Background: an optimization exercise with open tools, aiming at small area. Do not read the settings as production practice.
For this run, only the layout was checked, not whether the RTL still works.
No activity file was given, so power comes from the tool's default toggle rates.

### design.v
module adder_32b (a, b, cin, cout, sum);
  input [31:0] a, b;
  input cin;
  output cout;
  output [31:0] sum;
  assign {cout, sum} = a + b + cin;
endmodule
module alu (a, b, sub, op_and, op_or, op_slt, y, eq);
  input  [31:0] a, b;
  input  sub, op_and, op_or, op_slt;
  output [31:0] y;
  output eq;
  wire [31:0] bx = b ^ {32{sub}};
  wire [31:0] s;
  wire        co;
  adder_32b ADD (a, bx, sub, co, s);
  assign eq = &(a ^ bx);
  assign y = op_and ? (a & b) :
             op_or  ? (a | b) :
             op_slt ? {31'd0, ~co} : s;
endmodule
module alu_controller (rtype, slti, beq, func, operation);
  input rtype, slti, beq;
  input [5:0] func;
  output reg [2:0] operation;
  always @(*) begin
    if (rtype)
      case (func)
        6'b100000: operation = 3'b010;   
        6'b100011: operation = 3'b110;   
        6'b100100: operation = 3'b000;   
        6'b100101: operation = 3'b001;   
        6'b101010: operation = 3'b111;   
        default:   operation = 3'b000;
      endcase
    else if (slti)
      operation = 3'b111;
    else if (beq)
      operation = 3'b110;
    else
      operation = 3'b010;
  end
endmodule
module controller (opcode, func, reg_dst, mem_to_reg, reg_write, alu_src,
                   mem_read, mem_write, br, jmp, jal, jr, sub, op_and, op_or, op_slt);
  input  [5:0] opcode;
  input  [5:0] func;
  output reg_dst, mem_to_reg, reg_write, alu_src, mem_read, mem_write;
  output br, jmp, jal, jr;
  output sub, op_and, op_or, op_slt;
  wire rtype = (opcode == 6'b000000);
  wire lw    = (opcode == 6'b100011);
  wire sw    = (opcode == 6'b101011);
  wire beq   = (opcode == 6'b000100);
  wire addi  = (opcode == 6'b001001);
  wire slti  = (opcode == 6'b001010);
  wire j     = (opcode == 6'b000010);
  wire jl    = (opcode == 6'b000011);
  wire jreg  = (opcode == 6'b000110);
  wire [2:0] operation;
  alu_controller ALU_CTRL (rtype, slti, beq, func, operation);
  assign reg_dst    = rtype;
  assign mem_to_reg = lw;
  assign reg_write  = rtype | lw | addi | slti | jl;
  assign alu_src    = lw | sw | addi | slti;
  assign mem_read   = lw;
  assign mem_write  = sw;
  assign br         = beq;
  assign jmp        = j | jl;
  assign jal        = jl;
  assign jr         = jreg;
  assign sub        = operation[2];
  assign op_slt     = operation[0] & operation[1];
  assign op_or      = operation[0] & ~operation[1];
  assign op_and     = ~operation[0] & ~operation[1];
endmodule
module mux2to1_32b (i0, i1, sel, y);
  input [31:0] i0, i1;
  input sel;
  output [31:0] y;
  assign y = sel ? i1 : i0;
endmodule
module mux2to1_5b (i0, i1, sel, y);
  input [4:0] i0, i1;
  input sel;
  output [4:0] y;
  assign y = sel ? i1 : i0;
endmodule
module mux3to1_32b (i0, i1, i2, sel, y);
  input [31:0] i0, i1, i2;
  input [1:0] sel;
  output [31:0] y;
  assign y = sel[1] ? i2 : sel[0] ? i1 : i0;
endmodule
module reg_32b (d_in, clk, d_out);
  input [31:0] d_in;
  input clk;
  output reg [31:0] d_out;
  always @(posedge clk)
    d_out <= d_in;
endmodule
module reg_file (wr_data, rd_reg1, rd_reg2, wr_reg, reg_write, rst, clk, rd_data1, rd_data2);
  input [31:0] wr_data;
  input [4:0] rd_reg1, rd_reg2, wr_reg;
  input reg_write, rst, clk;
  output [31:0] rd_data1, rd_data2;
  wire [32*32-1:0] r;
  wire [31:0] wdata = rst ? 32'd0 : wr_data;
  assign r[31:0] = 32'd0;
  genvar i;
  generate
    for (i = 1; i < 32; i = i + 1) begin : g
      reg [31:0] q;
      always @(posedge clk)
        if (rst | (reg_write & (wr_reg == i)))
          q <= wdata;
      assign r[i*32 +: 32] = q;
    end
  endgenerate
  reg [31:0] d1, d2;
  integer k;
  always @(*) begin
    d1 = 32'd0;
    d2 = 32'd0;
    for (k = 1; k < 32; k = k + 1) begin
      d1 = d1 | (r[k*32 +: 32] & {32{rd_reg1 == k}});
      d2 = d2 | (r[k*32 +: 32] & {32{rd_reg2 == k}});
    end
  end
  assign rd_data1 = d1;
  assign rd_data2 = d2;
endmodule
module shl2 (d_in, d_out);
  input [31:0] d_in;
  output [31:0] d_out;
  assign d_out = d_in << 2;
endmodule
module sign_ext (d_in, d_out);
  input [15:0] d_in;
  output [31:0] d_out;
  assign d_out = {{16{d_in[15]}}, d_in};
endmodule
module datapath (clk, rst, inst_adr, inst, data_adr, data_out, data_in,
                 reg_dst, mem_to_reg, alu_src, reg_write, jal, br, jmp, jr,
                 sub, op_and, op_or, op_slt);
  input  clk, rst;
  output [31:0] inst_adr;
  input  [31:0] inst;
  output [31:0] data_adr;
  output [31:0] data_out;
  input  [31:0] data_in;
  input  reg_dst, mem_to_reg, alu_src, reg_write, jal, br, jmp, jr;
  input  sub, op_and, op_or, op_slt;
  wire [31:0] pc, pc4, br_tgt, rd1, rd2, sx, b, y, wd, npc;
  wire [4:0]  wa;
  wire        eq;
  reg_32b PC (npc, clk, pc);
  adder_32b ADD4 (pc, 32'd4, 1'b0, , pc4);
  sign_ext SX (inst[15:0], sx);
  adder_32b ADDBR (pc4, {sx[29:0], 2'b00}, 1'b0, , br_tgt);
  assign wa = jal ? 5'd31 : (reg_dst ? inst[15:11] : inst[20:16]);
  reg_file RF (wd, inst[25:21], inst[20:16], wa, reg_write, rst, clk, rd1, rd2);
  mux2to1_32b BMUX (rd2, sx, alu_src, b);
  alu ALU (rd1, b, sub, op_and, op_or, op_slt, y, eq);
  mux3to1_32b WMUX (y, data_in, pc4, {jal, mem_to_reg}, wd);
  assign npc = rst ? 32'd0 :
               jr  ? rd1 :
               jmp ? {pc4[31:28], inst[25:0], 2'b00} :
               (br & eq) ? br_tgt : pc4;
  assign inst_adr = pc;
  assign data_adr = y;
  assign data_out = rd2;
endmodule
module mips_single_cycle (rst, clk, inst_adr, inst, data_adr, data_in, data_out, mem_read, mem_write);
  input rst, clk;
  output [31:0] inst_adr;
  input  [31:0] inst;
  output [31:0] data_adr;
  input  [31:0] data_in;
  output [31:0] data_out;
  output mem_read, mem_write;
  wire reg_dst, mem_to_reg, alu_src, reg_write, jal, br, jmp, jr, sub, op_and, op_or, op_slt;
  controller CU (inst[31:26], inst[5:0], reg_dst, mem_to_reg, reg_write, alu_src,
                 mem_read, mem_write, br, jmp, jal, jr, sub, op_and, op_or, op_slt);
  datapath DP (clk, rst, inst_adr, inst, data_adr, data_out, data_in,
               reg_dst, mem_to_reg, alu_src, reg_write, jal, br, jmp, jr,
               sub, op_and, op_or, op_slt);
endmodule
### run.sh
#!/bin/bash
# synth_recipe.tcl (not shown) runs the flow's synth.tcl, then flattens the netlist and writes it again
# the make line also repeats each setting of config.mk as NAME=value (left out here)
make -C /OpenROAD-flow-scripts/flow DESIGN_CONFIG=/design/flow/config.mk WORK_HOME=/design/flow/orfs CLKGATE_MAP_FILE= SYNTH_SCRIPT=/design/flow/synth_recipe.tcl finish
### config.mk
export PLATFORM = sky130hd
export DESIGN_NAME = mips_single_cycle
export DESIGN_NICKNAME = mips_single_cycle
export VERILOG_FILES = /design/flow/design.v
export SDC_FILE = /design/flow/constraint.sdc
export NUM_CORES = 4
export LEC_CHECK = 0
export CAP_MARGIN = 20
export CORE_MARGIN = 2
export CORE_UTILIZATION = 40
export SLEW_MARGIN = 20
### constraint.sdc
create_clock -name core_clock -period 11.0 [get_ports {clk}]
set_input_delay 2.2000 -clock core_clock [delete_from_list [all_inputs] [get_ports {clk}]]
set_output_delay 2.2000 -clock core_clock [all_outputs]
set_load 0.01 [all_outputs]
==> impl_metrics.ini <==
[synth]
synth_fp_nets = 3969
netlist_instances = 3840
synth_cell_types = 86
synthFlopType = edfxtp_1
yosys.area.top_type = edfxtp_1
ys_ff_latch = 1024
synthTopCellsByArea = edfxtp_1, a22oi_1, a22o_1
synth_area_mm2 = 0.0490
synth-seq-area-share = 0.622
synth_edf_count = 992
synth_top_area_frac = 0.609
synth.yosys.warnings = 3
syn_area_per_cell_um2 = 12.7
async_flop_share = 0

[detailed_routing]
met3_wirelength_um = 43700
viasPerCell = 7.40
vias = 44000
drc = 0
wl_per_cell_um = 46.3
drt_first_pass_iters = 10
routed.top_layer = met5
met1Wirelength_um = 94200
dr.first_iter.drc_count = 8436
ant_nets = 0
wl_met2_um = 115000
wirelength_um = 275000

[clock_network]
clockBufferDepth = 3
cts-root-buf = clkbuf_16
cts_tree = built
clkLatencyLatePin_ps = 750
clock-sinks = 1024
htree_levels = 3
cts_buffers = 107
cts.clk_slew.worst_paths_ps = 70

[worst_setup_path]
cp_max_fo = 17
slowest_delay_ps = 970
r2r_slack_ps = 4670
crit_type = in -> out
r2r_cells = 24
worstPathCellList = clkdlybuf4s50_1 > or2_1 > buf_4 > nor2_4 > buf_12 > a22o_1 > a221oi_1 > nand4_1 > ha_1 > a21oi_1 > nor2b_1 > a211o_1 > a21oi_1 > o22ai_1 > a2111oi_2 > buf_4 > nor4_1 > a211oi_1 > xor2_1 > o21ai_0 > buf_4 > clkdlybuf4s50_1
crit_path_frequent_cell = buf_4
end_kind = output pin
crit_arrival_ps = 8840
slowest_stage = nor2_4
crit_required_ps = 8800
start_kind = input port

[power_and_ir_drop]
power.switching_mw = 5.28
p_int_mw = 9.74
p_sw_frac = 0.351
power_density_mw_per_mm2 = 252
ir_drop_mv = 0.133
power_frac_seq = 0.482
pwr-share-comb = 0.262
p_leak_nw = 21.3
clkPwrFrac = 0.255

[worst_hold_path]
hp-class = reg -> reg
hold_path_depth = 2

[timing]
relSlewSlack = 0.144
tightest_slew_ps = 1280
finClkSkew_ps = 56.3
setup_ws_ps = -39.6
rsz0062_at_grt = no
setup_violations = 1
hold_viol_final = 0
fin_tns_setup_ps = -39.6
hold_slack_ps = 513
min_period_ps = 11040
max_freq_ghz = 0.0906
fin_crit_sh = 1.00
slew_viol_final = 0

[floorplan]
design.portCount = 164
die_y_um = 354
core_area_mm2 = 0.122
rows = 128
die_w_um = 354
dieArea_mm2 = 0.125
initial_core_util = 0.403

[global_routing]
grt_usage = 0.426
antenna_found_initial = 14
grt_pass1_vias = 41500
grt_max_degree = 63
overflow = 0
grt_pass1_wl_um = 364000

[placement]
place_congestion = 1.02
io_buffer_count = 163
pre_cts_ws_ps = -396
place_hpwl_um = 174000

[layout]
area_growth_pct = 21.6
nets = 4356
drive_gt1_frac = 0.169

[status]
status = finished with violations
so_faults = setup timing

[flow_run]
cap_viol_max_count = 0
metal layers:
layer | global-route usage | vias up
li1 | - | 16600
met1 | 0.526 | 21600
met2 | 0.626 | 4532
met3 | 0.165 | 1253
met4 | 0.268 | 16
met5 | 0.00491 | -
critical path: cells and delay by family:
kind            cells  cell delay [ps]
buf+inv             6             1980
xor+xnor            1              120
fa+ha+maj           1              360
simple gates        5             2030
compound gates      9             2120
cells in the mapped netlist, drive strengths merged, types with 26 or more instances:
| cell type | number |
|---|---|
| nor2 | 194 |
| buf | 53 |
| a21oi | 97 |
| a222oi | 61 |
| nand4 | 88 |
| clkbuf | 216 |
| a21o | 57 |
| a22o | 115 |
| maj3 | 31 |
| edfxtp | 992 |
| xor2 | 30 |
| inv | 31 |
| o21a | 26 |
| ha | 61 |
| o21ai | 88 |
| dfxtp | 32 |
| a22oi | 660 |
| mux2i | 32 |
| a221oi | 111 |
| or3 | 27 |
| nand3 | 118 |
| xnor2 | 80 |
| nor3 | 58 |
| nand2 | 257 |
cells in the final DEF, fill, tap and decap left out, types with 78 or more instances in the layout:
cell type	count
edfxtp_1	992
a22oi_1	659
buf_4	344
nand2_1	253
clkdlybuf4s50_1	160
nor2_1	128
nand3_1	118
a22o_1	115
a221oi_1	110
clkbuf_16	109
a21oi_1	93
nand4_1	87
xnor2_1	80
o21ai_0	78
final timing paths:
path | startpoint | to
worst min-delay path | DP.PC.d_out[1] | DP.PC.d_out[1]
worst max-delay path | inst[21] | data_adr[30]
worst min register to register | DP.PC.d_out[1] | DP.PC.d_out[1]
worst max register to register | DP.RF.g[28].q[0] | DP.RF.g[1].q[0]
per-stage QoR:
step / utilization / instances / power [mW] / area, µm²
2_1_floorplan: - / 3840 / 8.53 / 49000
3_3_place_gp: 0.455 / 5692 / 11.0 / 55300
3_5_place_dp: 0.455 / 5692 / 11.0 / 55300
4_1_cts: 0.487 / 5913 / 14.8 / 59200
5_1_grt: 0.490 / 5943 / 15.3 / 59500
6_report: 0.490 / 5945 / 15.0 / 59500
power groups by stage:
stage / Sequential, mW / Clock, mW / Combinational [mW]
floorplan: 6.85 / 0 / 1.68
global placement: 7.30 / 0 / 3.74
detailed placement: 7.24 / 0 / 3.74
CTS: 7.19 / 3.81 / 3.75
global route: 7.33 / 3.97 / 4.04
finish: 7.24 / 3.84 / 3.94
cell families (layout without fill, tap and decap cells):
logic type | count (synthesis) | count (layout) | share of synthesized area
fa+ha+maj | 94 | 94 | 0.0227
simple gates | 914 | 915 | 0.0925
flops | 1024 | 1024 | 0.622
xor+xnor | 110 | 110 | 0.0197
buf+inv | 300 | 777 | 0.0244
mux | 48 | 48 | 0.0104
other cells | 0 | 2 | 0
compound gates | 1350 | 1350 | 0.209
sequential cells by signal, indices dropped and copies added (netlist names):
| signal | count |
|---|---|
| DP.PC.d_out | 32 |
| DP.RF.g.q | 992 |
cell type report:
type	instances	area, µm²
antenna	2	5.00
clock buffer	126	2820
clock inverter	74	806
fill	10700	62000
inverter	31	116
multi-input combinational	2517	18300
sequential	1024	30400
tap	1625	2030
timing repair buffer	546	4990
timing repair:
item / in CTS / in global routing
gates cloned: 0 / 1
endpoints found under the setup margin: 5 / 4
resized for setup: 4 / 16
hold buffers: 0 / 0
pin swaps: 8 / 13
buffers inserted: 21 / 28

==> separate check: timing with driven ports <==
The results above use ideal ports. As a check the final layout listed here was re-extracted and re-timed, cells and wires unchanged.
Step 1: set_driving_cell puts a clkbuf_16 on clk and a buf_2 on each other input, an assumption about the parent block.
Step 2 times the ports against the registers' clock, not the clock port: input delays grow and output delays shrink by t, the midpoint of the rising clock arrivals with the driver on.
a / b / c = no drivers / after step 1 / after step 2; a / b = the first two.
t, ns: 0.791
setup WS [ns]: -0.040 / -0.100 / -0.100
slew at the worst register clock pin (ns): 0.07 / 0.07
cell pins on the clock port's net: 1
The setup slack of this run moves by -0.060 ns with the drivers and by -0.060 ns with both steps.
